This design comes from an exercise in tuning for small area and a short achievable clock period on the open sky130 flow, not from production work. Function was not checked in any run shown here: the RTL went through the layout flow alone. Power figures rest on the tool's default switching activity, not on a simulated workload.

$ cat flow/config.mk
export PLATFORM = sky130hd
export DESIGN_NAME = AXIS_linear_regression_v1_0
export DESIGN_NICKNAME = AXIS_linear_regression_v1_0
export VERILOG_FILES = /design/flow/design.v
export SDC_FILE = /design/flow/constraint.sdc
export NUM_CORES = 8
export LEC_CHECK = 0
export CAP_MARGIN = 20
export CORE_MARGIN = 2
export CORE_UTILIZATION = 40
export SLEW_MARGIN = 20
export SYNTH_HIERARCHICAL = 1
export SYNTH_MINIMUM_KEEP_SIZE = 0
$ cat flow/constraint.sdc
create_clock -name core_clock -period 22.0 [get_ports {aclk}]
set_input_delay 4.4000 -clock core_clock [delete_from_list [all_inputs] [get_ports {aclk}]]
set_output_delay 4.4000 -clock core_clock [all_outputs]
set_load 0.01 [all_outputs]
$ cat flow/design.v
`timescale 1 ns / 1 ps
module AXIS_linear_regression_v1_0 #
	(
		parameter M = 8,
		parameter N = 3,
		parameter integer C_S00_AXIS_TDATA_WIDTH	= 32,
		parameter integer C_M00_AXIS_TDATA_WIDTH	= 32,
		parameter integer C_M00_AXIS_START_COUNT	= 32
	)
	(
		input wire  aclk,
		input wire  aresetn,
		output wire  s00_axis_tready,
		input wire [C_S00_AXIS_TDATA_WIDTH-1 : 0] s00_axis_tdata,
		input wire  s00_axis_tlast,
		input wire  s00_axis_tvalid,
		output wire  m00_axis_tvalid,
		output wire [C_M00_AXIS_TDATA_WIDTH-1 : 0] m00_axis_tdata,
		output wire  m00_axis_tlast,
		input wire  m00_axis_tready
	);
    reg        tready_r;
    reg  [2:0] vdly, ldly;
    reg        tvalid_r, tlast_r;
    reg  [31:0] tdata_r;
    reg  [1:0] col;         
    reg  [3:0] row;         
    reg        pending;     
    reg  [1:0] w;           
    assign s00_axis_tready = tready_r;
    assign m00_axis_tvalid = tvalid_r;
    assign m00_axis_tlast  = tlast_r;
    assign m00_axis_tdata  = tdata_r;
    wire take = s00_axis_tvalid & tready_r & ~pending;
    wire xrow = ~row[3];
    wire [15:0] bus16 = s00_axis_tdata[15:0];
    wire [23:0] enc;
    genvar g;
    generate for (g = 0; g < 8; g = g + 1) begin : be
        wire am1 = (g == 0) ? 1'b0 : bus16[2*g-1];
        wire a0 = bus16[2*g], a1 = bus16[2*g+1];
        assign enc[3*g]   = a0 ^ am1;
        assign enc[3*g+1] = (a1 & ~a0 & ~am1) | (~a1 & a0 & am1);
        assign enc[3*g+2] = a1;
    end endgenerate
    reg [23:0] E0, E1, E2;
    wire [31:0] busx = (col == 2'd3) ? s00_axis_tdata : {{16{s00_axis_tdata[15]}}, bus16};
    reg [31:0] Q0, Q1, Q2;
    reg sx0, sx1, sx2, sx3;             
    reg st0, st1, st2;                  
    reg cA00, cA01, cA02, cB0, cA11, cA12, cB1, cA22, cB2;
    reg [31:0] A00, A01, A02, A11, A12, A22;
    reg [31:0] B0, B1, B2;              
    always @(posedge aclk) begin
        if (~xrow | col == 2'd0) E0 <= enc;
        if (~xrow | col == 2'd1) E1 <= enc;
        if (~xrow | col == 2'd2) E2 <= enc;
        Q0 <= xrow ? busx : (col == 2'd0) ? A00 : (col == 2'd1) ? A01 : A02;
        Q1 <= xrow ? busx : (col == 2'd0) ? A01 : (col == 2'd1) ? A11 : A12;
        Q2 <= xrow ? busx : (col == 2'd0) ? A02 : (col == 2'd1) ? A12 : A22;
        if (!aresetn) begin
            tready_r <= 1'b0;
            vdly <= 3'b0; ldly <= 3'b0;
            tvalid_r <= 1'b0; tlast_r <= 1'b0;
            col <= 2'd0; row <= 4'd0;
            pending <= 1'b0; w <= 2'd0;
            tdata_r <= 32'd0;
            {sx0, sx1, sx2, sx3, st0, st1, st2} <= 7'b0;
            {cA00, cA01, cA02, cB0, cA11, cA12, cB1, cA22, cB2} <= 9'b0;
        end else begin
            tready_r <= m00_axis_tready;
            vdly <= {vdly[1:0], s00_axis_tvalid};
            ldly <= {ldly[1:0], s00_axis_tlast};
            tvalid_r <= vdly[2];
            tlast_r <= ldly[2];
            sx0 <= take & xrow & (col == 2'd0);
            sx1 <= take & xrow & (col == 2'd1);
            sx2 <= take & xrow & (col == 2'd2);
            sx3 <= take & xrow & (col == 2'd3);
            st0 <= take & ~xrow & (col == 2'd0);
            st1 <= take & ~xrow & (col == 2'd1);
            st2 <= take & ~xrow & (col == 2'd2);
            cA00 <= take & xrow & (row != 4'd0) & (col == 2'd0);
            cA01 <= take & xrow & (row != 4'd0) & (col == 2'd1);
            cA02 <= take & xrow & (row != 4'd0) & (col == 2'd2);
            cA11 <= take & xrow & (row != 4'd0) & (col == 2'd1);
            cA12 <= take & xrow & (row != 4'd0) & (col == 2'd2);
            cA22 <= take & xrow & (row != 4'd0) & (col == 2'd2);
            cB0  <= take & (xrow ? (row != 4'd0) & (col == 2'd3) : (col != 2'd3));
            cB1  <= take & (xrow ? (row != 4'd0) & (col == 2'd3) : (col != 2'd3));
            cB2  <= take & (xrow ? (row != 4'd0) & (col == 2'd3) : (col != 2'd3));
            if (take) begin
                col <= col + 2'd1;
                if (col == 2'd3) row <= row + 4'd1;
                if (~xrow && col == 2'd3) pending <= 1'b1;
            end
            if (pending & m00_axis_tready) begin
                tdata_r <= (w == 2'd0) ? B0 : (w == 2'd1) ? B1 : B2;
                w <= (w == 2'd2) ? 2'd0 : w + 2'd1;
                if (w == 2'd2) begin
                    pending <= 1'b0;
                    row <= 4'd0;
                    col <= 2'd0;
                end
            end
        end
    end
    wire st = st0 | st1 | st2;
    wire [31:0] c0 = ({32{cA00}} & A00) | ({32{cA01}} & A01) | ({32{cA02}} & A02) | ({32{cB0}} & B0);
    wire [31:0] r0;
    mac u0 (E0, Q0, c0, sx3, r0);
    wire [31:0] c1 = ({32{cA11}} & A11) | ({32{cA12}} & A12) | ({32{cB1}} & B1);
    wire [31:0] r1;
    mac u1 (E1, Q1, c1, sx3, r1);
    wire [31:0] c2 = ({32{cA22}} & A22) | ({32{cB2}} & B2);
    wire [31:0] r2;
    mac u2 (E2, Q2, c2, sx3, r2);
    always @(posedge aclk) begin
        if (sx0) A00 <= r0;
        if (sx1) begin A01 <= r0; A11 <= r1; end
        if (sx2) begin A02 <= r0; A12 <= r1; A22 <= r2; end
        if (sx3 | st) begin B0 <= r0; B1 <= r1; B2 <= r2; end
    end
endmodule
module mac(input [23:0] e, input [31:0] b, input [31:0] c, input sub, output [31:0] r);
wire one0 = e[0];
wire two0 = e[1];
wire neg0 = e[2] ^ sub;
wire one1 = e[3];
wire two1 = e[4];
wire neg1 = e[5] ^ sub;
wire one2 = e[6];
wire two2 = e[7];
wire neg2 = e[8] ^ sub;
wire one3 = e[9];
wire two3 = e[10];
wire neg3 = e[11] ^ sub;
wire one4 = e[12];
wire two4 = e[13];
wire neg4 = e[14] ^ sub;
wire one5 = e[15];
wire two5 = e[16];
wire neg5 = e[17] ^ sub;
wire one6 = e[18];
wire two6 = e[19];
wire neg6 = e[20] ^ sub;
wire one7 = e[21];
wire two7 = e[22];
wire neg7 = e[23] ^ sub;
wire p0_0, p0_1; bpp2 u_p0_0(one0, two0, neg0, 1'b0, b[0], b[1], p0_0, p0_1);
wire p0_2, p0_3; bpp2 u_p0_2(one0, two0, neg0, b[1], b[2], b[3], p0_2, p0_3);
wire p0_4, p0_5; bpp2 u_p0_4(one0, two0, neg0, b[3], b[4], b[5], p0_4, p0_5);
wire p0_6, p0_7; bpp2 u_p0_6(one0, two0, neg0, b[5], b[6], b[7], p0_6, p0_7);
wire p0_8, p0_9; bpp2 u_p0_8(one0, two0, neg0, b[7], b[8], b[9], p0_8, p0_9);
wire p0_10, p0_11; bpp2 u_p0_10(one0, two0, neg0, b[9], b[10], b[11], p0_10, p0_11);
wire p0_12, p0_13; bpp2 u_p0_12(one0, two0, neg0, b[11], b[12], b[13], p0_12, p0_13);
wire p0_14, p0_15; bpp2 u_p0_14(one0, two0, neg0, b[13], b[14], b[15], p0_14, p0_15);
wire p0_16, p0_17; bpp2 u_p0_16(one0, two0, neg0, b[15], b[16], b[17], p0_16, p0_17);
wire p0_18, p0_19; bpp2 u_p0_18(one0, two0, neg0, b[17], b[18], b[19], p0_18, p0_19);
wire p0_20, p0_21; bpp2 u_p0_20(one0, two0, neg0, b[19], b[20], b[21], p0_20, p0_21);
wire p0_22, p0_23; bpp2 u_p0_22(one0, two0, neg0, b[21], b[22], b[23], p0_22, p0_23);
wire p0_24, p0_25; bpp2 u_p0_24(one0, two0, neg0, b[23], b[24], b[25], p0_24, p0_25);
wire p0_26, p0_27; bpp2 u_p0_26(one0, two0, neg0, b[25], b[26], b[27], p0_26, p0_27);
wire p0_28, p0_29; bpp2 u_p0_28(one0, two0, neg0, b[27], b[28], b[29], p0_28, p0_29);
wire p0_30, p0_31; bpp2 u_p0_30(one0, two0, neg0, b[29], b[30], b[31], p0_30, p0_31);
wire p1_0, p1_1; bpp2 u_p1_0(one1, two1, neg1, 1'b0, b[0], b[1], p1_0, p1_1);
wire p1_2, p1_3; bpp2 u_p1_2(one1, two1, neg1, b[1], b[2], b[3], p1_2, p1_3);
wire p1_4, p1_5; bpp2 u_p1_4(one1, two1, neg1, b[3], b[4], b[5], p1_4, p1_5);
wire p1_6, p1_7; bpp2 u_p1_6(one1, two1, neg1, b[5], b[6], b[7], p1_6, p1_7);
wire p1_8, p1_9; bpp2 u_p1_8(one1, two1, neg1, b[7], b[8], b[9], p1_8, p1_9);
wire p1_10, p1_11; bpp2 u_p1_10(one1, two1, neg1, b[9], b[10], b[11], p1_10, p1_11);
wire p1_12, p1_13; bpp2 u_p1_12(one1, two1, neg1, b[11], b[12], b[13], p1_12, p1_13);
wire p1_14, p1_15; bpp2 u_p1_14(one1, two1, neg1, b[13], b[14], b[15], p1_14, p1_15);
wire p1_16, p1_17; bpp2 u_p1_16(one1, two1, neg1, b[15], b[16], b[17], p1_16, p1_17);
wire p1_18, p1_19; bpp2 u_p1_18(one1, two1, neg1, b[17], b[18], b[19], p1_18, p1_19);
wire p1_20, p1_21; bpp2 u_p1_20(one1, two1, neg1, b[19], b[20], b[21], p1_20, p1_21);
wire p1_22, p1_23; bpp2 u_p1_22(one1, two1, neg1, b[21], b[22], b[23], p1_22, p1_23);
wire p1_24, p1_25; bpp2 u_p1_24(one1, two1, neg1, b[23], b[24], b[25], p1_24, p1_25);
wire p1_26, p1_27; bpp2 u_p1_26(one1, two1, neg1, b[25], b[26], b[27], p1_26, p1_27);
wire p1_28, p1_29; bpp2 u_p1_28(one1, two1, neg1, b[27], b[28], b[29], p1_28, p1_29);
wire p2_0, p2_1; bpp2 u_p2_0(one2, two2, neg2, 1'b0, b[0], b[1], p2_0, p2_1);
wire p2_2, p2_3; bpp2 u_p2_2(one2, two2, neg2, b[1], b[2], b[3], p2_2, p2_3);
wire p2_4, p2_5; bpp2 u_p2_4(one2, two2, neg2, b[3], b[4], b[5], p2_4, p2_5);
wire p2_6, p2_7; bpp2 u_p2_6(one2, two2, neg2, b[5], b[6], b[7], p2_6, p2_7);
wire p2_8, p2_9; bpp2 u_p2_8(one2, two2, neg2, b[7], b[8], b[9], p2_8, p2_9);
wire p2_10, p2_11; bpp2 u_p2_10(one2, two2, neg2, b[9], b[10], b[11], p2_10, p2_11);
wire p2_12, p2_13; bpp2 u_p2_12(one2, two2, neg2, b[11], b[12], b[13], p2_12, p2_13);
wire p2_14, p2_15; bpp2 u_p2_14(one2, two2, neg2, b[13], b[14], b[15], p2_14, p2_15);
wire p2_16, p2_17; bpp2 u_p2_16(one2, two2, neg2, b[15], b[16], b[17], p2_16, p2_17);
wire p2_18, p2_19; bpp2 u_p2_18(one2, two2, neg2, b[17], b[18], b[19], p2_18, p2_19);
wire p2_20, p2_21; bpp2 u_p2_20(one2, two2, neg2, b[19], b[20], b[21], p2_20, p2_21);
wire p2_22, p2_23; bpp2 u_p2_22(one2, two2, neg2, b[21], b[22], b[23], p2_22, p2_23);
wire p2_24, p2_25; bpp2 u_p2_24(one2, two2, neg2, b[23], b[24], b[25], p2_24, p2_25);
wire p2_26, p2_27; bpp2 u_p2_26(one2, two2, neg2, b[25], b[26], b[27], p2_26, p2_27);
wire p3_0, p3_1; bpp2 u_p3_0(one3, two3, neg3, 1'b0, b[0], b[1], p3_0, p3_1);
wire p3_2, p3_3; bpp2 u_p3_2(one3, two3, neg3, b[1], b[2], b[3], p3_2, p3_3);
wire p3_4, p3_5; bpp2 u_p3_4(one3, two3, neg3, b[3], b[4], b[5], p3_4, p3_5);
wire p3_6, p3_7; bpp2 u_p3_6(one3, two3, neg3, b[5], b[6], b[7], p3_6, p3_7);
wire p3_8, p3_9; bpp2 u_p3_8(one3, two3, neg3, b[7], b[8], b[9], p3_8, p3_9);
wire p3_10, p3_11; bpp2 u_p3_10(one3, two3, neg3, b[9], b[10], b[11], p3_10, p3_11);
wire p3_12, p3_13; bpp2 u_p3_12(one3, two3, neg3, b[11], b[12], b[13], p3_12, p3_13);
wire p3_14, p3_15; bpp2 u_p3_14(one3, two3, neg3, b[13], b[14], b[15], p3_14, p3_15);
wire p3_16, p3_17; bpp2 u_p3_16(one3, two3, neg3, b[15], b[16], b[17], p3_16, p3_17);
wire p3_18, p3_19; bpp2 u_p3_18(one3, two3, neg3, b[17], b[18], b[19], p3_18, p3_19);
wire p3_20, p3_21; bpp2 u_p3_20(one3, two3, neg3, b[19], b[20], b[21], p3_20, p3_21);
wire p3_22, p3_23; bpp2 u_p3_22(one3, two3, neg3, b[21], b[22], b[23], p3_22, p3_23);
wire p3_24, p3_25; bpp2 u_p3_24(one3, two3, neg3, b[23], b[24], b[25], p3_24, p3_25);
wire p4_0, p4_1; bpp2 u_p4_0(one4, two4, neg4, 1'b0, b[0], b[1], p4_0, p4_1);
wire p4_2, p4_3; bpp2 u_p4_2(one4, two4, neg4, b[1], b[2], b[3], p4_2, p4_3);
wire p4_4, p4_5; bpp2 u_p4_4(one4, two4, neg4, b[3], b[4], b[5], p4_4, p4_5);
wire p4_6, p4_7; bpp2 u_p4_6(one4, two4, neg4, b[5], b[6], b[7], p4_6, p4_7);
wire p4_8, p4_9; bpp2 u_p4_8(one4, two4, neg4, b[7], b[8], b[9], p4_8, p4_9);
wire p4_10, p4_11; bpp2 u_p4_10(one4, two4, neg4, b[9], b[10], b[11], p4_10, p4_11);
wire p4_12, p4_13; bpp2 u_p4_12(one4, two4, neg4, b[11], b[12], b[13], p4_12, p4_13);
wire p4_14, p4_15; bpp2 u_p4_14(one4, two4, neg4, b[13], b[14], b[15], p4_14, p4_15);
wire p4_16, p4_17; bpp2 u_p4_16(one4, two4, neg4, b[15], b[16], b[17], p4_16, p4_17);
wire p4_18, p4_19; bpp2 u_p4_18(one4, two4, neg4, b[17], b[18], b[19], p4_18, p4_19);
wire p4_20, p4_21; bpp2 u_p4_20(one4, two4, neg4, b[19], b[20], b[21], p4_20, p4_21);
wire p4_22, p4_23; bpp2 u_p4_22(one4, two4, neg4, b[21], b[22], b[23], p4_22, p4_23);
wire p5_0, p5_1; bpp2 u_p5_0(one5, two5, neg5, 1'b0, b[0], b[1], p5_0, p5_1);
wire p5_2, p5_3; bpp2 u_p5_2(one5, two5, neg5, b[1], b[2], b[3], p5_2, p5_3);
wire p5_4, p5_5; bpp2 u_p5_4(one5, two5, neg5, b[3], b[4], b[5], p5_4, p5_5);
wire p5_6, p5_7; bpp2 u_p5_6(one5, two5, neg5, b[5], b[6], b[7], p5_6, p5_7);
wire p5_8, p5_9; bpp2 u_p5_8(one5, two5, neg5, b[7], b[8], b[9], p5_8, p5_9);
wire p5_10, p5_11; bpp2 u_p5_10(one5, two5, neg5, b[9], b[10], b[11], p5_10, p5_11);
wire p5_12, p5_13; bpp2 u_p5_12(one5, two5, neg5, b[11], b[12], b[13], p5_12, p5_13);
wire p5_14, p5_15; bpp2 u_p5_14(one5, two5, neg5, b[13], b[14], b[15], p5_14, p5_15);
wire p5_16, p5_17; bpp2 u_p5_16(one5, two5, neg5, b[15], b[16], b[17], p5_16, p5_17);
wire p5_18, p5_19; bpp2 u_p5_18(one5, two5, neg5, b[17], b[18], b[19], p5_18, p5_19);
wire p5_20, p5_21; bpp2 u_p5_20(one5, two5, neg5, b[19], b[20], b[21], p5_20, p5_21);
wire p6_0, p6_1; bpp2 u_p6_0(one6, two6, neg6, 1'b0, b[0], b[1], p6_0, p6_1);
wire p6_2, p6_3; bpp2 u_p6_2(one6, two6, neg6, b[1], b[2], b[3], p6_2, p6_3);
wire p6_4, p6_5; bpp2 u_p6_4(one6, two6, neg6, b[3], b[4], b[5], p6_4, p6_5);
wire p6_6, p6_7; bpp2 u_p6_6(one6, two6, neg6, b[5], b[6], b[7], p6_6, p6_7);
wire p6_8, p6_9; bpp2 u_p6_8(one6, two6, neg6, b[7], b[8], b[9], p6_8, p6_9);
wire p6_10, p6_11; bpp2 u_p6_10(one6, two6, neg6, b[9], b[10], b[11], p6_10, p6_11);
wire p6_12, p6_13; bpp2 u_p6_12(one6, two6, neg6, b[11], b[12], b[13], p6_12, p6_13);
wire p6_14, p6_15; bpp2 u_p6_14(one6, two6, neg6, b[13], b[14], b[15], p6_14, p6_15);
wire p6_16, p6_17; bpp2 u_p6_16(one6, two6, neg6, b[15], b[16], b[17], p6_16, p6_17);
wire p6_18, p6_19; bpp2 u_p6_18(one6, two6, neg6, b[17], b[18], b[19], p6_18, p6_19);
wire p7_0, p7_1; bpp2 u_p7_0(one7, two7, neg7, 1'b0, b[0], b[1], p7_0, p7_1);
wire p7_2, p7_3; bpp2 u_p7_2(one7, two7, neg7, b[1], b[2], b[3], p7_2, p7_3);
wire p7_4, p7_5; bpp2 u_p7_4(one7, two7, neg7, b[3], b[4], b[5], p7_4, p7_5);
wire p7_6, p7_7; bpp2 u_p7_6(one7, two7, neg7, b[5], b[6], b[7], p7_6, p7_7);
wire p7_8, p7_9; bpp2 u_p7_8(one7, two7, neg7, b[7], b[8], b[9], p7_8, p7_9);
wire p7_10, p7_11; bpp2 u_p7_10(one7, two7, neg7, b[9], b[10], b[11], p7_10, p7_11);
wire p7_12, p7_13; bpp2 u_p7_12(one7, two7, neg7, b[11], b[12], b[13], p7_12, p7_13);
wire p7_14, p7_15; bpp2 u_p7_14(one7, two7, neg7, b[13], b[14], b[15], p7_14, p7_15);
wire p7_16, p7_17; bpp2 u_p7_16(one7, two7, neg7, b[15], b[16], b[17], p7_16, p7_17);
wire n1;
wire n2;
ha un2 (p0_14, p1_12, n1, n2);
wire n3;
wire n4;
ha un4 (p0_15, p1_13, n3, n4);
wire n5;
wire n6;
ha un6 (p0_16, p1_14, n5, n6);
wire n7;
wire n8;
ha un8 (p0_17, p1_15, n7, n8);
wire n9;
wire n10;
ha un10 (p0_18, p1_16, n9, n10);
wire n11;
wire n12;
ha un12 (p0_19, p1_17, n11, n12);
wire n13;
wire n14;
ha un14 (p0_20, p1_18, n13, n14);
wire n15;
wire n16;
ha un16 (p0_21, p1_19, n15, n16);
wire n17;
wire n18;
ha un18 (p0_22, p1_20, n17, n18);
wire n19;
wire n20;
ha un20 (p0_23, p1_21, n19, n20);
wire n21;
wire n22;
ha un22 (p0_24, p1_22, n21, n22);
wire n23;
wire n24;
ha un24 (p0_25, p1_23, n23, n24);
wire n25;
wire n26;
ha un26 (p0_26, p1_24, n25, n26);
wire n27;
wire n28;
ha un28 (p0_27, p1_25, n27, n28);
wire n29;
wire n30;
ha un30 (p0_28, p1_26, n29, n30);
wire n31;
wire n32;
ha un32 (p0_29, p1_27, n31, n32);
wire n33;
wire n34;
ha un34 (p0_30, p1_28, n33, n34);
wire n35;
wire n36;
ha un36 (p0_31, p1_29, n35, n36);
wire n37;
wire n38;
ha un38 (p0_8, p1_6, n37, n38);
wire n39;
wire n40;
ha un40 (p0_9, p1_7, n39, n40);
wire n41;
wire n42;
fa un42 (p0_10, p1_8, p2_6, n41, n42);
wire n43;
wire n44;
ha un44 (p3_4, p4_2, n43, n44);
wire n45;
wire n46;
fa un46 (p0_11, p1_9, p2_7, n45, n46);
wire n47;
wire n48;
ha un48 (p3_5, p4_3, n47, n48);
wire n49;
wire n50;
fa un50 (p0_12, p1_10, p2_8, n49, n50);
wire n51;
wire n52;
fa un52 (p3_6, p4_4, p5_2, n51, n52);
wire n53;
wire n54;
ha un54 (p6_0, neg6, n53, n54);
wire n55;
wire n56;
fa un56 (p0_13, p1_11, p2_9, n55, n56);
wire n57;
wire n58;
fa un58 (p3_7, p4_5, p5_3, n57, n58);
wire n59;
wire n60;
ha un60 (p6_1, c[13], n59, n60);
wire n61;
wire n62;
fa un62 (n1, p2_10, p3_8, n61, n62);
wire n63;
wire n64;
fa un64 (p4_6, p5_4, p6_2, n63, n64);
wire n65;
wire n66;
fa un66 (p7_0, neg7, c[14], n65, n66);
wire n67;
wire n68;
fa un68 (n2, n3, p2_11, n67, n68);
wire n69;
wire n70;
fa un70 (p3_9, p4_7, p5_5, n69, n70);
wire n71;
wire n72;
fa un72 (p6_3, p7_1, c[15], n71, n72);
wire n73;
wire n74;
fa un74 (n4, n5, p2_12, n73, n74);
wire n75;
wire n76;
fa un76 (p3_10, p4_8, p5_6, n75, n76);
wire n77;
wire n78;
fa un78 (p6_4, p7_2, c[16], n77, n78);
wire n79;
wire n80;
fa un80 (n6, n7, p2_13, n79, n80);
wire n81;
wire n82;
fa un82 (p3_11, p4_9, p5_7, n81, n82);
wire n83;
wire n84;
fa un84 (p6_5, p7_3, c[17], n83, n84);
wire n85;
wire n86;
fa un86 (n8, n9, p2_14, n85, n86);
wire n87;
wire n88;
fa un88 (p3_12, p4_10, p5_8, n87, n88);
wire n89;
wire n90;
fa un90 (p6_6, p7_4, c[18], n89, n90);
wire n91;
wire n92;
fa un92 (n10, n11, p2_15, n91, n92);
wire n93;
wire n94;
fa un94 (p3_13, p4_11, p5_9, n93, n94);
wire n95;
wire n96;
fa un96 (p6_7, p7_5, c[19], n95, n96);
wire n97;
wire n98;
fa un98 (n12, n13, p2_16, n97, n98);
wire n99;
wire n100;
fa un100 (p3_14, p4_12, p5_10, n99, n100);
wire n101;
wire n102;
fa un102 (p6_8, p7_6, c[20], n101, n102);
wire n103;
wire n104;
fa un104 (n14, n15, p2_17, n103, n104);
wire n105;
wire n106;
fa un106 (p3_15, p4_13, p5_11, n105, n106);
wire n107;
wire n108;
fa un108 (p6_9, p7_7, c[21], n107, n108);
wire n109;
wire n110;
fa un110 (n16, n17, p2_18, n109, n110);
wire n111;
wire n112;
fa un112 (p3_16, p4_14, p5_12, n111, n112);
wire n113;
wire n114;
fa un114 (p6_10, p7_8, c[22], n113, n114);
wire n115;
wire n116;
fa un116 (n18, n19, p2_19, n115, n116);
wire n117;
wire n118;
fa un118 (p3_17, p4_15, p5_13, n117, n118);
wire n119;
wire n120;
fa un120 (p6_11, p7_9, c[23], n119, n120);
wire n121;
wire n122;
fa un122 (n20, n21, p2_20, n121, n122);
wire n123;
wire n124;
fa un124 (p3_18, p4_16, p5_14, n123, n124);
wire n125;
wire n126;
fa un126 (p6_12, p7_10, c[24], n125, n126);
wire n127;
wire n128;
fa un128 (n22, n23, p2_21, n127, n128);
wire n129;
wire n130;
fa un130 (p3_19, p4_17, p5_15, n129, n130);
wire n131;
wire n132;
fa un132 (p6_13, p7_11, c[25], n131, n132);
wire n133;
wire n134;
fa un134 (n24, n25, p2_22, n133, n134);
wire n135;
wire n136;
fa un136 (p3_20, p4_18, p5_16, n135, n136);
wire n137;
wire n138;
fa un138 (p6_14, p7_12, c[26], n137, n138);
wire n139;
wire n140;
fa un140 (n26, n27, p2_23, n139, n140);
wire n141;
wire n142;
fa un142 (p3_21, p4_19, p5_17, n141, n142);
wire n143;
wire n144;
fa un144 (p6_15, p7_13, c[27], n143, n144);
wire n145;
wire n146;
fa un146 (n28, n29, p2_24, n145, n146);
wire n147;
wire n148;
fa un148 (p3_22, p4_20, p5_18, n147, n148);
wire n149;
wire n150;
fa un150 (p6_16, p7_14, c[28], n149, n150);
wire n151;
wire n152;
fa un152 (n30, n31, p2_25, n151, n152);
wire n153;
wire n154;
fa un154 (p3_23, p4_21, p5_19, n153, n154);
wire n155;
wire n156;
fa un156 (p6_17, p7_15, c[29], n155, n156);
wire n157;
wire n158;
fa un158 (n32, n33, p2_26, n157, n158);
wire n159;
wire n160;
fa un160 (p3_24, p4_22, p5_20, n159, n160);
wire n161;
wire n162;
fa un162 (p6_18, p7_16, c[30], n161, n162);
wire n163;
wire n164;
fa un164 (n34, n35, p2_27, n163, n164);
wire n165;
wire n166;
fa un166 (p3_25, p4_23, p5_21, n165, n166);
wire n167;
wire n168;
fa un168 (p6_19, p7_17, c[31], n167, n168);
wire n169;
wire n170;
ha un170 (p0_4, p1_2, n169, n170);
wire n171;
wire n172;
ha un172 (p0_5, p1_3, n171, n172);
wire n173;
wire n174;
fa un174 (p0_6, p1_4, p2_2, n173, n174);
wire n175;
wire n176;
ha un176 (p3_0, neg3, n175, n176);
wire n177;
wire n178;
fa un178 (p0_7, p1_5, p2_3, n177, n178);
wire n179;
wire n180;
ha un180 (p3_1, c[7], n179, n180);
wire n181;
wire n182;
fa un182 (n37, p2_4, p3_2, n181, n182);
wire n183;
wire n184;
fa un184 (p4_0, neg4, c[8], n183, n184);
wire n185;
wire n186;
fa un186 (n38, n39, p2_5, n185, n186);
wire n187;
wire n188;
fa un188 (p3_3, p4_1, c[9], n187, n188);
wire n189;
wire n190;
fa un190 (n40, n41, n43, n189, n190);
wire n191;
wire n192;
fa un192 (p5_0, neg5, c[10], n191, n192);
wire n193;
wire n194;
fa un194 (n42, n44, n45, n193, n194);
wire n195;
wire n196;
fa un196 (n47, p5_1, c[11], n195, n196);
wire n197;
wire n198;
fa un198 (n46, n48, n49, n197, n198);
wire n199;
wire n200;
fa un200 (n51, n53, c[12], n199, n200);
wire n201;
wire n202;
fa un202 (n50, n52, n54, n201, n202);
wire n203;
wire n204;
fa un204 (n55, n57, n59, n203, n204);
wire n205;
wire n206;
fa un206 (n56, n58, n60, n205, n206);
wire n207;
wire n208;
fa un208 (n61, n63, n65, n207, n208);
wire n209;
wire n210;
fa un210 (n62, n64, n66, n209, n210);
wire n211;
wire n212;
fa un212 (n67, n69, n71, n211, n212);
wire n213;
wire n214;
fa un214 (n68, n70, n72, n213, n214);
wire n215;
wire n216;
fa un216 (n73, n75, n77, n215, n216);
wire n217;
wire n218;
fa un218 (n74, n76, n78, n217, n218);
wire n219;
wire n220;
fa un220 (n79, n81, n83, n219, n220);
wire n221;
wire n222;
fa un222 (n80, n82, n84, n221, n222);
wire n223;
wire n224;
fa un224 (n85, n87, n89, n223, n224);
wire n225;
wire n226;
fa un226 (n86, n88, n90, n225, n226);
wire n227;
wire n228;
fa un228 (n91, n93, n95, n227, n228);
wire n229;
wire n230;
fa un230 (n92, n94, n96, n229, n230);
wire n231;
wire n232;
fa un232 (n97, n99, n101, n231, n232);
wire n233;
wire n234;
fa un234 (n98, n100, n102, n233, n234);
wire n235;
wire n236;
fa un236 (n103, n105, n107, n235, n236);
wire n237;
wire n238;
fa un238 (n104, n106, n108, n237, n238);
wire n239;
wire n240;
fa un240 (n109, n111, n113, n239, n240);
wire n241;
wire n242;
fa un242 (n110, n112, n114, n241, n242);
wire n243;
wire n244;
fa un244 (n115, n117, n119, n243, n244);
wire n245;
wire n246;
fa un246 (n116, n118, n120, n245, n246);
wire n247;
wire n248;
fa un248 (n121, n123, n125, n247, n248);
wire n249;
wire n250;
fa un250 (n122, n124, n126, n249, n250);
wire n251;
wire n252;
fa un252 (n127, n129, n131, n251, n252);
wire n253;
wire n254;
fa un254 (n128, n130, n132, n253, n254);
wire n255;
wire n256;
fa un256 (n133, n135, n137, n255, n256);
wire n257;
wire n258;
fa un258 (n134, n136, n138, n257, n258);
wire n259;
wire n260;
fa un260 (n139, n141, n143, n259, n260);
wire n261;
wire n262;
fa un262 (n140, n142, n144, n261, n262);
wire n263;
wire n264;
fa un264 (n145, n147, n149, n263, n264);
wire n265;
wire n266;
fa un266 (n146, n148, n150, n265, n266);
wire n267;
wire n268;
fa un268 (n151, n153, n155, n267, n268);
wire n269;
wire n270;
fa un270 (n152, n154, n156, n269, n270);
wire n271;
wire n272;
fa un272 (n157, n159, n161, n271, n272);
wire n273;
wire n274;
fa un274 (n158, n160, n162, n273, n274);
wire n275;
wire n276;
fa un276 (n163, n165, n167, n275, n276);
wire n277;
wire n278;
ha un278 (p0_2, p1_0, n277, n278);
wire n279;
wire n280;
ha un280 (p0_3, p1_1, n279, n280);
wire n281;
wire n282;
fa un282 (n169, p2_0, neg2, n281, n282);
wire n283;
wire n284;
fa un284 (n170, n171, p2_1, n283, n284);
wire n285;
wire n286;
fa un286 (n172, n173, n175, n285, n286);
wire n287;
wire n288;
fa un288 (n174, n176, n177, n287, n288);
wire n289;
wire n290;
fa un290 (n178, n180, n181, n289, n290);
wire n291;
wire n292;
fa un292 (n182, n184, n185, n291, n292);
wire n293;
wire n294;
fa un294 (n186, n188, n189, n293, n294);
wire n295;
wire n296;
fa un296 (n190, n192, n193, n295, n296);
wire n297;
wire n298;
fa un298 (n194, n196, n197, n297, n298);
wire n299;
wire n300;
fa un300 (n198, n200, n201, n299, n300);
wire n301;
wire n302;
fa un302 (n202, n204, n205, n301, n302);
wire n303;
wire n304;
fa un304 (n206, n208, n209, n303, n304);
wire n305;
wire n306;
fa un306 (n210, n212, n213, n305, n306);
wire n307;
wire n308;
fa un308 (n214, n216, n217, n307, n308);
wire n309;
wire n310;
fa un310 (n218, n220, n221, n309, n310);
wire n311;
wire n312;
fa un312 (n222, n224, n225, n311, n312);
wire n313;
wire n314;
fa un314 (n226, n228, n229, n313, n314);
wire n315;
wire n316;
fa un316 (n230, n232, n233, n315, n316);
wire n317;
wire n318;
fa un318 (n234, n236, n237, n317, n318);
wire n319;
wire n320;
fa un320 (n238, n240, n241, n319, n320);
wire n321;
wire n322;
fa un322 (n242, n244, n245, n321, n322);
wire n323;
wire n324;
fa un324 (n246, n248, n249, n323, n324);
wire n325;
wire n326;
fa un326 (n250, n252, n253, n325, n326);
wire n327;
wire n328;
fa un328 (n254, n256, n257, n327, n328);
wire n329;
wire n330;
fa un330 (n258, n260, n261, n329, n330);
wire n331;
wire n332;
fa un332 (n262, n264, n265, n331, n332);
wire n333;
wire n334;
fa un334 (n266, n268, n269, n333, n334);
wire n335;
wire n336;
fa un336 (n270, n272, n273, n335, n336);
wire n337;
wire n338;
ha un338 (p0_0, neg0, n337, n338);
wire n339;
wire n340;
ha un340 (p0_1, c[1], n339, n340);
wire n341;
wire n342;
fa un342 (n277, neg1, c[2], n341, n342);
wire n343;
wire n344;
fa un344 (n278, n279, c[3], n343, n344);
wire n345;
wire n346;
fa un346 (n280, n281, c[4], n345, n346);
wire n347;
wire n348;
fa un348 (n282, n283, c[5], n347, n348);
wire n349;
wire n350;
fa un350 (n284, n285, c[6], n349, n350);
wire n351;
wire n352;
fa un352 (n286, n287, n179, n351, n352);
wire n353;
wire n354;
fa un354 (n288, n289, n183, n353, n354);
wire n355;
wire n356;
fa un356 (n290, n291, n187, n355, n356);
wire n357;
wire n358;
fa un358 (n292, n293, n191, n357, n358);
wire n359;
wire n360;
fa un360 (n294, n295, n195, n359, n360);
wire n361;
wire n362;
fa un362 (n296, n297, n199, n361, n362);
wire n363;
wire n364;
fa un364 (n298, n299, n203, n363, n364);
wire n365;
wire n366;
fa un366 (n300, n301, n207, n365, n366);
wire n367;
wire n368;
fa un368 (n302, n303, n211, n367, n368);
wire n369;
wire n370;
fa un370 (n304, n305, n215, n369, n370);
wire n371;
wire n372;
fa un372 (n306, n307, n219, n371, n372);
wire n373;
wire n374;
fa un374 (n308, n309, n223, n373, n374);
wire n375;
wire n376;
fa un376 (n310, n311, n227, n375, n376);
wire n377;
wire n378;
fa un378 (n312, n313, n231, n377, n378);
wire n379;
wire n380;
fa un380 (n314, n315, n235, n379, n380);
wire n381;
wire n382;
fa un382 (n316, n317, n239, n381, n382);
wire n383;
wire n384;
fa un384 (n318, n319, n243, n383, n384);
wire n385;
wire n386;
fa un386 (n320, n321, n247, n385, n386);
wire n387;
wire n388;
fa un388 (n322, n323, n251, n387, n388);
wire n389;
wire n390;
fa un390 (n324, n325, n255, n389, n390);
wire n391;
wire n392;
fa un392 (n326, n327, n259, n391, n392);
wire n393;
wire n394;
fa un394 (n328, n329, n263, n393, n394);
wire n395;
wire n396;
fa un396 (n330, n331, n267, n395, n396);
wire n397;
wire n398;
fa un398 (n332, n333, n271, n397, n398);
wire n399;
wire n400;
fa un400 (n334, n335, n275, n399, n400);
wire [31:0] s0 = {n398, n396, n394, n392, n390, n388, n386, n384, n382, n380, n378, n376, n374, n372, n370, n368, n366, n364, n362, n360, n358, n356, n354, n352, n350, n348, n346, n344, n342, n340, n338, n337};
wire [31:0] s1 = {n399, n397, n395, n393, n391, n389, n387, n385, n383, n381, n379, n377, n375, n373, n371, n369, n367, n365, n363, n361, n359, n357, n355, n353, n351, n349, n347, n345, n343, n341, n339, c[0]};
add32 u_cpa(s0, s1, r);
endmodule
module fa(input a, input b, input c, output s, output co);
assign s = a ^ b ^ c;
assign co = (a & b) | (a & c) | (b & c);
endmodule
module ha(input a, input b, output s, output co);
assign s = a ^ b;
assign co = a & b;
endmodule
module bpp2(input one, input two, input neg, input bm1, input b0, input b1, output p0, output p1);
assign p0 = ((one & b0) | (two & bm1)) ^ neg;
assign p1 = ((one & b1) | (two & b0)) ^ neg;
endmodule
module add32(input [31:0] a, input [31:0] b, output [31:0] s);
wire q1;
wire q2;
pgc u_pg0(a[0], b[0], q1, q2);
wire q3;
wire q4;
pgc u_pg1(a[1], b[1], q3, q4);
wire q5;
wire q6;
pgc u_pg2(a[2], b[2], q5, q6);
wire q7;
wire q8;
pgc u_pg3(a[3], b[3], q7, q8);
wire q9;
wire q10;
pgc u_pg4(a[4], b[4], q9, q10);
wire q11;
wire q12;
pgc u_pg5(a[5], b[5], q11, q12);
wire q13;
wire q14;
pgc u_pg6(a[6], b[6], q13, q14);
wire q15;
wire q16;
pgc u_pg7(a[7], b[7], q15, q16);
wire q17;
wire q18;
pgc u_pg8(a[8], b[8], q17, q18);
wire q19;
wire q20;
pgc u_pg9(a[9], b[9], q19, q20);
wire q21;
wire q22;
pgc u_pg10(a[10], b[10], q21, q22);
wire q23;
wire q24;
pgc u_pg11(a[11], b[11], q23, q24);
wire q25;
wire q26;
pgc u_pg12(a[12], b[12], q25, q26);
wire q27;
wire q28;
pgc u_pg13(a[13], b[13], q27, q28);
wire q29;
wire q30;
pgc u_pg14(a[14], b[14], q29, q30);
wire q31;
wire q32;
pgc u_pg15(a[15], b[15], q31, q32);
wire q33;
wire q34;
pgc u_pg16(a[16], b[16], q33, q34);
wire q35;
wire q36;
pgc u_pg17(a[17], b[17], q35, q36);
wire q37;
wire q38;
pgc u_pg18(a[18], b[18], q37, q38);
wire q39;
wire q40;
pgc u_pg19(a[19], b[19], q39, q40);
wire q41;
wire q42;
pgc u_pg20(a[20], b[20], q41, q42);
wire q43;
wire q44;
pgc u_pg21(a[21], b[21], q43, q44);
wire q45;
wire q46;
pgc u_pg22(a[22], b[22], q45, q46);
wire q47;
wire q48;
pgc u_pg23(a[23], b[23], q47, q48);
wire q49;
wire q50;
pgc u_pg24(a[24], b[24], q49, q50);
wire q51;
wire q52;
pgc u_pg25(a[25], b[25], q51, q52);
wire q53;
wire q54;
pgc u_pg26(a[26], b[26], q53, q54);
wire q55;
wire q56;
pgc u_pg27(a[27], b[27], q55, q56);
wire q57;
wire q58;
pgc u_pg28(a[28], b[28], q57, q58);
wire q59;
wire q60;
pgc u_pg29(a[29], b[29], q59, q60);
wire q61;
wire q62;
pgc u_pg30(a[30], b[30], q61, q62);
wire q63;
wire q64;
pgc u_pg31(a[31], b[31], q63, q64);
wire q65;
gray u_g65(q3, q4, q1, q65);
wire q66;
wire q67;
dot u_d67(q7, q8, q5, q6, q66, q67);
wire q68;
wire q69;
dot u_d69(q11, q12, q9, q10, q68, q69);
wire q70;
wire q71;
dot u_d71(q15, q16, q13, q14, q70, q71);
wire q72;
wire q73;
dot u_d73(q19, q20, q17, q18, q72, q73);
wire q74;
wire q75;
dot u_d75(q23, q24, q21, q22, q74, q75);
wire q76;
wire q77;
dot u_d77(q27, q28, q25, q26, q76, q77);
wire q78;
wire q79;
dot u_d79(q31, q32, q29, q30, q78, q79);
wire q80;
wire q81;
dot u_d81(q35, q36, q33, q34, q80, q81);
wire q82;
wire q83;
dot u_d83(q39, q40, q37, q38, q82, q83);
wire q84;
wire q85;
dot u_d85(q43, q44, q41, q42, q84, q85);
wire q86;
wire q87;
dot u_d87(q47, q48, q45, q46, q86, q87);
wire q88;
wire q89;
dot u_d89(q51, q52, q49, q50, q88, q89);
wire q90;
wire q91;
dot u_d91(q55, q56, q53, q54, q90, q91);
wire q92;
wire q93;
dot u_d93(q59, q60, q57, q58, q92, q93);
wire q94;
wire q95;
dot u_d95(q63, q64, q61, q62, q94, q95);
wire q96;
gray u_g96(q66, q67, q65, q96);
wire q97;
wire q98;
dot u_d98(q70, q71, q68, q69, q97, q98);
wire q99;
wire q100;
dot u_d100(q74, q75, q72, q73, q99, q100);
wire q101;
wire q102;
dot u_d102(q78, q79, q76, q77, q101, q102);
wire q103;
wire q104;
dot u_d104(q82, q83, q80, q81, q103, q104);
wire q105;
wire q106;
dot u_d106(q86, q87, q84, q85, q105, q106);
wire q107;
wire q108;
dot u_d108(q90, q91, q88, q89, q107, q108);
wire q109;
wire q110;
dot u_d110(q94, q95, q92, q93, q109, q110);
wire q111;
gray u_g111(q97, q98, q96, q111);
wire q112;
wire q113;
dot u_d113(q101, q102, q99, q100, q112, q113);
wire q114;
wire q115;
dot u_d115(q105, q106, q103, q104, q114, q115);
wire q116;
wire q117;
dot u_d117(q109, q110, q107, q108, q116, q117);
wire q118;
gray u_g118(q112, q113, q111, q118);
wire q119;
wire q120;
dot u_d120(q116, q117, q114, q115, q119, q120);
wire q121;
gray u_g121(q119, q120, q118, q121);
wire q122;
gray u_g122(q114, q115, q118, q122);
wire q123;
gray u_g123(q99, q100, q111, q123);
wire q124;
gray u_g124(q103, q104, q118, q124);
wire q125;
gray u_g125(q107, q108, q122, q125);
wire q126;
gray u_g126(q68, q69, q96, q126);
wire q127;
gray u_g127(q72, q73, q111, q127);
wire q128;
gray u_g128(q76, q77, q123, q128);
wire q129;
gray u_g129(q80, q81, q118, q129);
wire q130;
gray u_g130(q84, q85, q124, q130);
wire q131;
gray u_g131(q88, q89, q122, q131);
wire q132;
gray u_g132(q92, q93, q125, q132);
wire q133;
gray u_g133(q5, q6, q65, q133);
wire q134;
gray u_g134(q9, q10, q96, q134);
wire q135;
gray u_g135(q13, q14, q126, q135);
wire q136;
gray u_g136(q17, q18, q111, q136);
wire q137;
gray u_g137(q21, q22, q127, q137);
wire q138;
gray u_g138(q25, q26, q123, q138);
wire q139;
gray u_g139(q29, q30, q128, q139);
wire q140;
gray u_g140(q33, q34, q118, q140);
wire q141;
gray u_g141(q37, q38, q129, q141);
wire q142;
gray u_g142(q41, q42, q124, q142);
wire q143;
gray u_g143(q45, q46, q130, q143);
wire q144;
gray u_g144(q49, q50, q122, q144);
wire q145;
gray u_g145(q53, q54, q131, q145);
wire q146;
gray u_g146(q57, q58, q125, q146);
wire q147;
gray u_g147(q61, q62, q132, q147);
assign s[0] = q2;
xr u_x1(q4, q1, s[1]);
xr u_x2(q6, q65, s[2]);
xr u_x3(q8, q133, s[3]);
xr u_x4(q10, q96, s[4]);
xr u_x5(q12, q134, s[5]);
xr u_x6(q14, q126, s[6]);
xr u_x7(q16, q135, s[7]);
xr u_x8(q18, q111, s[8]);
xr u_x9(q20, q136, s[9]);
xr u_x10(q22, q127, s[10]);
xr u_x11(q24, q137, s[11]);
xr u_x12(q26, q123, s[12]);
xr u_x13(q28, q138, s[13]);
xr u_x14(q30, q128, s[14]);
xr u_x15(q32, q139, s[15]);
xr u_x16(q34, q118, s[16]);
xr u_x17(q36, q140, s[17]);
xr u_x18(q38, q129, s[18]);
xr u_x19(q40, q141, s[19]);
xr u_x20(q42, q124, s[20]);
xr u_x21(q44, q142, s[21]);
xr u_x22(q46, q130, s[22]);
xr u_x23(q48, q143, s[23]);
xr u_x24(q50, q122, s[24]);
xr u_x25(q52, q144, s[25]);
xr u_x26(q54, q131, s[26]);
xr u_x27(q56, q145, s[27]);
xr u_x28(q58, q125, s[28]);
xr u_x29(q60, q146, s[29]);
xr u_x30(q62, q132, s[30]);
xr u_x31(q64, q147, s[31]);
endmodule
module pgc(input a, input b, output g, output p);
assign g = a & b;
assign p = a ^ b;
endmodule
module dot(input g1, input p1, input g0, input p0, output g, output p);
assign g = g1 | (p1 & g0);
assign p = p1 & p0;
endmodule
module gray(input g1, input p1, input g0, output g);
assign g = g1 | (p1 & g0);
endmodule
module xr(input a, input b, output y);
assign y = a ^ b;
endmodule
$ cat flow/run.sh
#!/bin/bash
# synth_recipe.tcl (not shown) runs the flow's synth.tcl, then flattens the netlist and writes it again
# the make line also repeats each setting of config.mk as NAME=value (left out here)
make -C /OpenROAD-flow-scripts/flow DESIGN_CONFIG=/design/flow/config.mk WORK_HOME=/design/flow/orfs CLKGATE_MAP_FILE= SYNTH_SCRIPT=/design/flow/synth_recipe.tcl finish
==> results of run 1 <==
## cell usage after synthesis
master    instances
a21oi_1          18
o21ai_0         165
a21o_1          156
nand3b_2          1
conb_1            3
ha_1            198
nor2b_1          99
buf_4            17
dfxtp_1         157
nand2b_1         19
nor2_2            1
nand2_1          96
a22oi_1         696
o21ai_1          20
mux2i_1           4
xor2_1          124
a41oi_1           1
nand4b_1          1
buf_1             9
or4_1             1
nand3_1           1
clkbuf_1         59
buf_2            28
xnor2_1         602
or2_2             3
nand4b_2          1
inv_1            38
a31oi_1          32
fa_1            504
nor4_1            1
a211oi_1         97
buf_6             6
edfxtp_1        360
or3_1             2
or3b_1            1
a222oi_1         32
clkinv_2          1
clkbuf_2          3
a22o_1           32
nor3_1            2
o21bai_1         48
nor2_1           17
and2_1           83
## cell families (layout without fill, tap and decap cells)
family / count (synthesis) / in the layout
AO/OA/AOI/OAI: 1297 / 1297
XOR/XNOR: 726 / 726
adder cells (fa/ha/maj): 702 / 702
flip-flops: 517 / 517
AND/OR/NAND/NOR: 329 / 329
buffers and inverters: 161 / 285
multiplexers: 4 / 4
other: 3 / 25
## stage by stage
step | cells | instance area, µm²
5_1_grt | 5372 | 49700
3_3_place_gp | 5273 | 47800
3_5_place_dp | 5273 | 47800
2_1_floorplan | 3760 | 44900
4_1_cts | 5371 | 49700
6_report | 5373 | 49700
## modules after synthesis (local to each module, per instance), excerpt
module                       times used  flops+latches  area [µm²]  cells
AXIS_linear_regression_v1_0           1            517       19900   1495
ha                                   96              0        12.5      1
bpp2                                300              0        32.5      4
fa                                  504              0        20.0      1
add32                                 3              0        7.51      1
mac                                   3              0        85.1     10
## how the worst max path moves through the flow
stage | start | end | cells after the start
2_1_floorplan | sx3 | A00[31] | 18
3_3_place_gp | sx3 | A11[31] | 19
3_5_place_dp | sx3 | A12[31] | 19
4_1_cts | sx3 | B1[31] | 19
5_1_grt | sx3 | B1[31] | 19
6_report | sx3 | B1[31] | 19
## final cells by class
class                      count  area (µm²)
clock inverter                28         325
tap                         1488        1860
sequential                   517       14000
inverter                      39         148
fill                       10300       61100
timing repair buffer         148        1300
multi-input combinational   3082       30600
clock buffer                  70        1500
antenna                        1        2.50
## power breakdown
| group | switching, µW | total [µW] | internal, µW |
|---|---|---|---|
| clock | 410 | 943 | 533 |
| combinational | 3560 | 5980 | 2420 |
| sequential | 87.0 | 2520 | 2430 |
| total | 4060 | 9450 | 5390 |
## layer usage
metal | part of all wire, % | wire length [µm]
met5 | 0.0068 | 10
met3 | 11 | 15700
met1 | 44 | 64400
met4 | 1.9 | 2790
met2 | 44 | 64300
## worst reg2reg max path, cell delays in order (launching register included)
cell and delay [ns]:
dfxtp_4 0.62, buf_4 0.73, xor2_4 0.18, buf_4 0.56
xnor2_1 0.17, ha_1 0.34, fa_1 0.46, fa_1 0.57
fa_1 0.44, fa_1 0.47, ha_1 0.32, and2_1 0.18
and2_1 0.16, and2_1 0.15, a21o_1 0.26, a21o_1 0.29
a21o_1 0.24, a21o_1 0.20, a21o_1 0.17, xor2_1 0.18
==> run notes, run 1 <==
met1 GRT Util 36.7%; worst path buffer plus inverter count 2; global route overflow 0; # IOs 72; global-route wire length before repair 221 mm; kind of critical path flop to flop; nets 4579; drt initial violations approximately 3900; TritonCTS Buffers 52; Root Driver clkbuf_16; FF-to-FF path depth 19; Placer Congestion 0.933; final hold vios 0; Crit path largest cell delay between 0.7 and 0.8 ns; Hold WS 0.430 ns; post-place setup slack 15.05 ns; adder-cell share of the synthesized area ~28%; Yosys top cell by area edfxtp_1; leakage power 0.0186 µW; GRT met2 Usage 37.9%; mux cell area share after synthesis 0.0894%; hold endpoint vdly[1]; DR WL/cell between 20 and 30 µm; pin count of the biggest net entering global routing 81; Starting Density 40.4%; Layout Skew 0.0160 ns; Area Growth Syn to Fin 10.9%; initial antenna violation count 2; Post-Syn Area per Cell 12.0 µm²; fin util 44.8%; worst skew pair latency about 0.64 ns; crit path capture type flop; synthesis-stage register bit count between 500 and 600; Least-Margin Pin Slew 1.21 ns; maximum vdd ir drop 0.000261 V; final period utilization 31.6%; DR vias/cell 6.09; main combinational cell family by area after synthesis adder cells; FP Rows between 100 and 150; Crit path arrival time between 7 and 8 ns; worst hold start vdly[0]; fin worst setup slack 15.05 ns; largest cells by area after synthesis edfxtp_1 24%, fa_1 23%, xnor2_1 12%, a22oi_1 12%, dfxtp_1 7.0%; die area 115000 µm²; Synth Area in Simple Gates under 10%; RSZ-0062 raised after global routing false; chip height roughly 340 µm; Post-Syn Instances 3739; Final Max Slew Viols 0; Die X 339 µm; vias about 33000; largest fanout on the critical path 33; worst path cell trace buf_4 > xor2_4 > buf_4 > xnor2_1 > ha_1 > fa_1 > fa_1 > fa_1 > fa_1 > ha_1 > and2_1 > and2_1 > and2_1 > a21o_1 > a21o_1 > a21o_1 > a21o_1 > a21o_1 > xor2_1; gr busiest metal met2; CTS tree done; commonest non-fill, non-tap cells in the layout 696 x a22oi_1, 602 x xnor2_1, 504 x fa_1, 360 x edfxtp_1, 196 x ha_1; CP top delay family adder cells; vias in the first global route approximately 33000; Synth Area in Compound Gates approximately a fifth; CTS H-tree lvls 2; DP Wirelength between 100 and 150 mm; CTS Buffer Depth 3; relative slew slack 19.6%; # clock sinks 517; post-CTS setup buffer count 0; most common cell after layout, fill and taps aside a22oi_1; Synth top area share 24.1%; final setup vio count 0; hold path depth 1; post-synthesis cell type count 43; sequential share of the synthesized area 31.2%; XOR/XNOR share of the synthesized area between 10% and 20%; Crit Reg-Reg Endpoint B1[31]; DRT Pass-1 Iters 6; met3 global-route usage 6.56%; clock slew at reported path FFs ~0.070 ns; R2R Path Start sx3; synth warn 7; drc violations 0; post-layout minimum cycle time 6.95 ns; post-cts repair resize count 0; CP most frequent cell a21o_1; Max Cap Viol 0; required time worst endpoint between 20 and 25 ns; HP Class flop to flop; post-route ant nets 0; wirelength, routed 147 mm; Max Freq 144 MHz; IO buf count 71; Setup TNS 0 ns; power per cell area 190 nW/µm²; hold buffer count at cts 0; Power Total between 9000 and 10000 µW; Synth Cell Area roughly 45000 µm²; gr usage total between 20 and 30%; crit start category flop; layout cells sized above 1 5.46%; Crit-path slowest cell buf_4; CORE AREA ~110000 µm²; status finished clean; R2R Setup Slk between 15 and 20 ns
==> run 2, diff against run 1 <==
--- a/flow/design.v
+++ b/flow/design.v
@@ -35,14 +35,20 @@
     wire xrow = ~row[3];
     wire [15:0] bus16 = s00_axis_tdata[15:0];
-    wire [23:0] enc;
+    wire [15:0] enc;
+    wire [7:0] encn;
     genvar g;
     generate for (g = 0; g < 8; g = g + 1) begin : be
         wire am1 = (g == 0) ? 1'b0 : bus16[2*g-1];
         wire a0 = bus16[2*g], a1 = bus16[2*g+1];
-        assign enc[3*g]   = a0 ^ am1;
-        assign enc[3*g+1] = (a1 & ~a0 & ~am1) | (~a1 & a0 & am1);
-        assign enc[3*g+2] = a1;
+        assign enc[2*g]   = a0 ^ am1;
+        assign enc[2*g+1] = (a1 & ~a0 & ~am1) | (~a1 & a0 & am1);
+        assign encn[g]    = a1;
     end endgenerate
-    reg [23:0] E0, E1, E2;
+    reg [15:0] E0, E1, E2;
+    reg [7:0] N0, N1, N2;
+    wire ld0 = ~xrow | (col == 2'd0);
+    wire ld1 = ~xrow | (col == 2'd1);
+    wire ld2 = ~xrow | (col == 2'd2);
+    wire flip = take & xrow & (col == 2'd3);
     wire [31:0] busx = (col == 2'd3) ? s00_axis_tdata : {{16{s00_axis_tdata[15]}}, bus16};
     reg [31:0] Q0, Q1, Q2;
@@ -53,7 +59,10 @@
     reg [31:0] B0, B1, B2;              
     always @(posedge aclk) begin
-        if (~xrow | col == 2'd0) E0 <= enc;
-        if (~xrow | col == 2'd1) E1 <= enc;
-        if (~xrow | col == 2'd2) E2 <= enc;
+        if (ld0) E0 <= enc;
+        if (ld1) E1 <= enc;
+        if (ld2) E2 <= enc;
+        if (ld0 | flip) N0 <= ld0 ? encn : ~N0;
+        if (ld1 | flip) N1 <= ld1 ? encn : ~N1;
+        if (ld2 | flip) N2 <= ld2 ? encn : ~N2;
         Q0 <= xrow ? busx : (col == 2'd0) ? A00 : (col == 2'd1) ? A01 : A02;
         Q1 <= xrow ? busx : (col == 2'd0) ? A01 : (col == 2'd1) ? A11 : A12;
@@ -65,5 +74,4 @@
             col <= 2'd0; row <= 4'd0;
             pending <= 1'b0; w <= 2'd0;
-            tdata_r <= 32'd0;
             {sx0, sx1, sx2, sx3, st0, st1, st2} <= 7'b0;
             {cA00, cA01, cA02, cB0, cA11, cA12, cB1, cA22, cB2} <= 9'b0;
@@ -96,5 +104,4 @@
             end
             if (pending & m00_axis_tready) begin
-                tdata_r <= (w == 2'd0) ? B0 : (w == 2'd1) ? B1 : B2;
                 w <= (w == 2'd2) ? 2'd0 : w + 2'd1;
                 if (w == 2'd2) begin
@@ -109,11 +116,15 @@
     wire [31:0] c0 = ({32{cA00}} & A00) | ({32{cA01}} & A01) | ({32{cA02}} & A02) | ({32{cB0}} & B0);
     wire [31:0] r0;
-    mac u0 (E0, Q0, c0, sx3, r0);
+    mac u0 (E0, N0, Q0, c0, r0);
     wire [31:0] c1 = ({32{cA11}} & A11) | ({32{cA12}} & A12) | ({32{cB1}} & B1);
     wire [31:0] r1;
-    mac u1 (E1, Q1, c1, sx3, r1);
+    mac u1 (E1, N1, Q1, c1, r1);
     wire [31:0] c2 = ({32{cA22}} & A22) | ({32{cB2}} & B2);
     wire [31:0] r2;
-    mac u2 (E2, Q2, c2, sx3, r2);
+    mac u2 (E2, N2, Q2, c2, r2);
+    wire tload = ~aresetn | (pending & m00_axis_tready);
+    wire [31:0] gw = (w == 2'd0) ? B0 : (w == 2'd1) ? B1 : B2;
+    always @(posedge aclk)
+        if (tload) tdata_r <= gw & {32{aresetn}};
     always @(posedge aclk) begin
         if (sx0) A00 <= r0;
@@ -123,29 +134,29 @@
     end
 endmodule
-module mac(input [23:0] e, input [31:0] b, input [31:0] c, input sub, output [31:0] r);
+module mac(input [15:0] e, input [7:0] n, input [31:0] b, input [31:0] c, output [31:0] r);
 wire one0 = e[0];
 wire two0 = e[1];
-wire neg0 = e[2] ^ sub;
-wire one1 = e[3];
-wire two1 = e[4];
-wire neg1 = e[5] ^ sub;
-wire one2 = e[6];
-wire two2 = e[7];
-wire neg2 = e[8] ^ sub;
-wire one3 = e[9];
-wire two3 = e[10];
-wire neg3 = e[11] ^ sub;
-wire one4 = e[12];
-wire two4 = e[13];
-wire neg4 = e[14] ^ sub;
-wire one5 = e[15];
-wire two5 = e[16];
-wire neg5 = e[17] ^ sub;
-wire one6 = e[18];
-wire two6 = e[19];
-wire neg6 = e[20] ^ sub;
-wire one7 = e[21];
-wire two7 = e[22];
-wire neg7 = e[23] ^ sub;
+wire neg0 = n[0];
+wire one1 = e[2];
+wire two1 = e[3];
+wire neg1 = n[1];
+wire one2 = e[4];
+wire two2 = e[5];
+wire neg2 = n[2];
+wire one3 = e[6];
+wire two3 = e[7];
+wire neg3 = n[3];
+wire one4 = e[8];
+wire two4 = e[9];
+wire neg4 = n[4];
+wire one5 = e[10];
+wire two5 = e[11];
+wire neg5 = n[5];
+wire one6 = e[12];
+wire two6 = e[13];
+wire neg6 = n[6];
+wire one7 = e[14];
+wire two7 = e[15];
+wire neg7 = n[7];
 wire p0_0, p0_1; bpp2 u_p0_0(one0, two0, neg0, 1'b0, b[0], b[1], p0_0, p0_1);
 wire p0_2, p0_3; bpp2 u_p0_2(one0, two0, neg0, b[1], b[2], b[3], p0_2, p0_3);
==> run notes, run 2 <==
Setup TNS 0 ns; post-route ant nets 0; DP Wirelength approximately 110 mm; post-synthesis cell type count between 40 and 50; worst skew pair latency approximately 0.66 ns; nets 4579; TritonCTS Buffers 56; Max Cap Viol 0; sequential share of the synthesized area 31.3%; Least-Margin Pin Slew 1.17 ns; power per cell area 212 nW/µm²; vias 32700; IO buf count 71; post-layout minimum cycle time 6.38 ns; Placer Congestion 0.935; final period utilization 29.0%; DRT Pass-1 Iters 6; Root Driver clkbuf_16; crit start category flop; commonest non-fill, non-tap cells in the layout 664 x a22oi_1, 602 x xnor2_1, 504 x fa_1, 392 x edfxtp_1, 196 x ha_1; global-route wire length before repair 217 mm; # IOs slightly above 70; status finished clean; most common cell after layout, fill and taps aside a22oi_1; chip height 342 µm; # fillers 10400; largest cells by area after synthesis edfxtp_1 26%, fa_1 22%, xnor2_1 12%, a22oi_1 11%, dfxtp_1 5.5%; Starting Density about two fifths; # clock sinks between 500 and 600; fin util 44.6%; wirelength, routed 144 mm; Post-Layout Cell Count 5389; final setup vio count 0; synthesis-stage register bit count 517; Post-synth EDFFs 392; DP Cell Count 5279; count leader, synth a22oi_1; pin count of the biggest net entering global routing 78; Area Growth Syn to Fin 10.3%; gr usage total 24.4%; Post-Syn Instances 3734; Die X approximately 340 µm; crit path capture type flop; Final Max Slew Viols 0; drc violations 0; synth warn 7; Layout Skew between 0.03 and 0.04 ns; ys flop type edfxtp_1; post-cts repair resize count 0; clock slew at reported path FFs 0.06 ns; ys async rst share 0%; drt initial violations 3755; FP Rows approximately 120; maximum vdd ir drop 0.000300 V; CORE AREA 113000 µm²; HP Class flop to flop; Multi-input gate area 30600 µm²; hold buffer count at cts 0; final hold vios 0; Yosys top cell by area edfxtp_1; global route overflow 0; DR vias/cell 6.06; Crit path arrival time 6.83 ns; synth cell count leaders 664 x a22oi_1, 602 x xnor2_1, 504 x fa_1; required time worst endpoint between 20 and 25 ns; relative slew slack 22.0%; post-CTS setup buffer count 0; layout cells sized above 1 under 10%; initial antenna violation count 7; leakage power 0.0187 µW; CTS tree done; RSZ-0062 raised after global routing false; CTS Buffer Depth 3; FF+latch area around 14000 µm²; Max Freq approximately 160 MHz; Synth top area share 25.8%; DR WL/cell 26.8 µm; largest fanout on the critical path 44; Post-Syn Area per Cell around 12 µm²; vias in the first global route roughly 33000; kind of critical path flop to flop; CTS H-tree lvls 2; Synth Cell Area 45600 µm²; die area 117000 µm²
[run 2: area by class of cell]
type / instances / area share [%]
antenna: 2 / 0.00996
clock buffer: 70 / 3.10
clock inverter: 35 / 0.876
inverter: 39 / 0.291
multi-input combinational: 3078 / 60.9
sequential: 517 / 28.4
tap: 1500 / 3.73
timing repair buffer: 148 / 2.66
[run 2: worst paths after layout]
check / from / endpoint / slack [ns] / cells past startpoint
min: ldly[1] / ldly[2] / 0.43 / 1
max reg2reg: cB0 / A11[31] / 15.62 / 18
min reg2reg: ldly[1] / ldly[2] / 0.43 / 1
max: cB0 / A11[31] / 15.62 / 18
[run 2: logic make-up (layout without fill, tap and decap cells)]
family	Yosys count	after routing	share of synthesized area, %
simple gates	356	356	4.20
other cells	3	26	0.0247
mux	67	67	1.56
buf+inv	160	292	1.79
flops	517	517	31.3
fa+ha+maj	702	702	27.6
xor+xnor	702	702	13.5
compound gates	1227	1227	20.0
[run 2: power by group]
part	switching, µW	internal (µW)
logic	4060	2780
registers	91.5	2690
clock network	428	590
[run 2: critical path: stages, from the launching register on]
cell and delay, ns:
dfxtp_4 0.52, buf_4 0.53, buf_4 0.65, a222oi_1 0.23, inv_1 0.12, fa_1 0.43
fa_1 0.40, fa_1 0.54, fa_1 0.43, ha_1 0.33, and2_1 0.19, and2_1 0.16
and2_1 0.15, a21o_1 0.26, a21o_1 0.27, a21o_1 0.24, a21o_1 0.19, a21o_1 0.17
xor2_1 0.27
[run 2: per-stage QoR]
stage               hold WS, ns  setup slack, ns  power (µW)  area, µm²
CTS                       0.432            15.58       10700      50200
global placement          0.418            15.63        9440      48200
detailed placement        0.417            15.63        9590      48200
finish                    0.432            15.62       10600      50300
global route              0.458            15.42       11600      50300
floorplan                 0.412            16.18        7830      45700
[run 2: routing by layer]
layer  wire [µm]  global-route usage, %
met1       66000                   36.6
met2       62500                   36.4
met3       13000                   4.42
met4        2820                   5.67
met5          37                      0
[run 2: modules after synthesis (local to each module, per instance)]
module	cell area, µm²	cells inside
gray	7.51	1
pgc	12.5	1
dot	13.8	2
AXIS_linear_regression_v1_0	20900	1517
mac	3.75	1
ha	12.5	1
bpp2	32.5	4
fa	20.0	1
xr	8.76	1
add32	7.51	1

-- separate check: timing with driven ports --
The results above use ideal ports. As a check the final layouts listed here were re-extracted and re-timed, cells and wires unchanged. Step 1 assumes that a clkbuf_16 drives the clock port and a buf_2 every other input. Step 2 adds t to the input delays and takes it off the output delays; t is the mean of the earliest and latest rising clock arrival at the registers after step 1. Input paths then give back, and output paths get back, about the clock's delay inside the block. a / b / c = ideal ports / drivers / drivers and shift; a / b = the first two.
run | shift t [ns] | setup slack, ns | worst data-port slew with drivers (ns)
run 1 | 0.696 | 15.050 / 15.050 / 15.050 | 0.08
run 2 | 0.709 | 15.616 / 15.563 / 15.453 | 0.20
After both steps setup and hold are still met in every run listed. The setup slack of run 2, which loses most, moves by -0.053 ns with the drivers and by -0.163 ns with both steps.
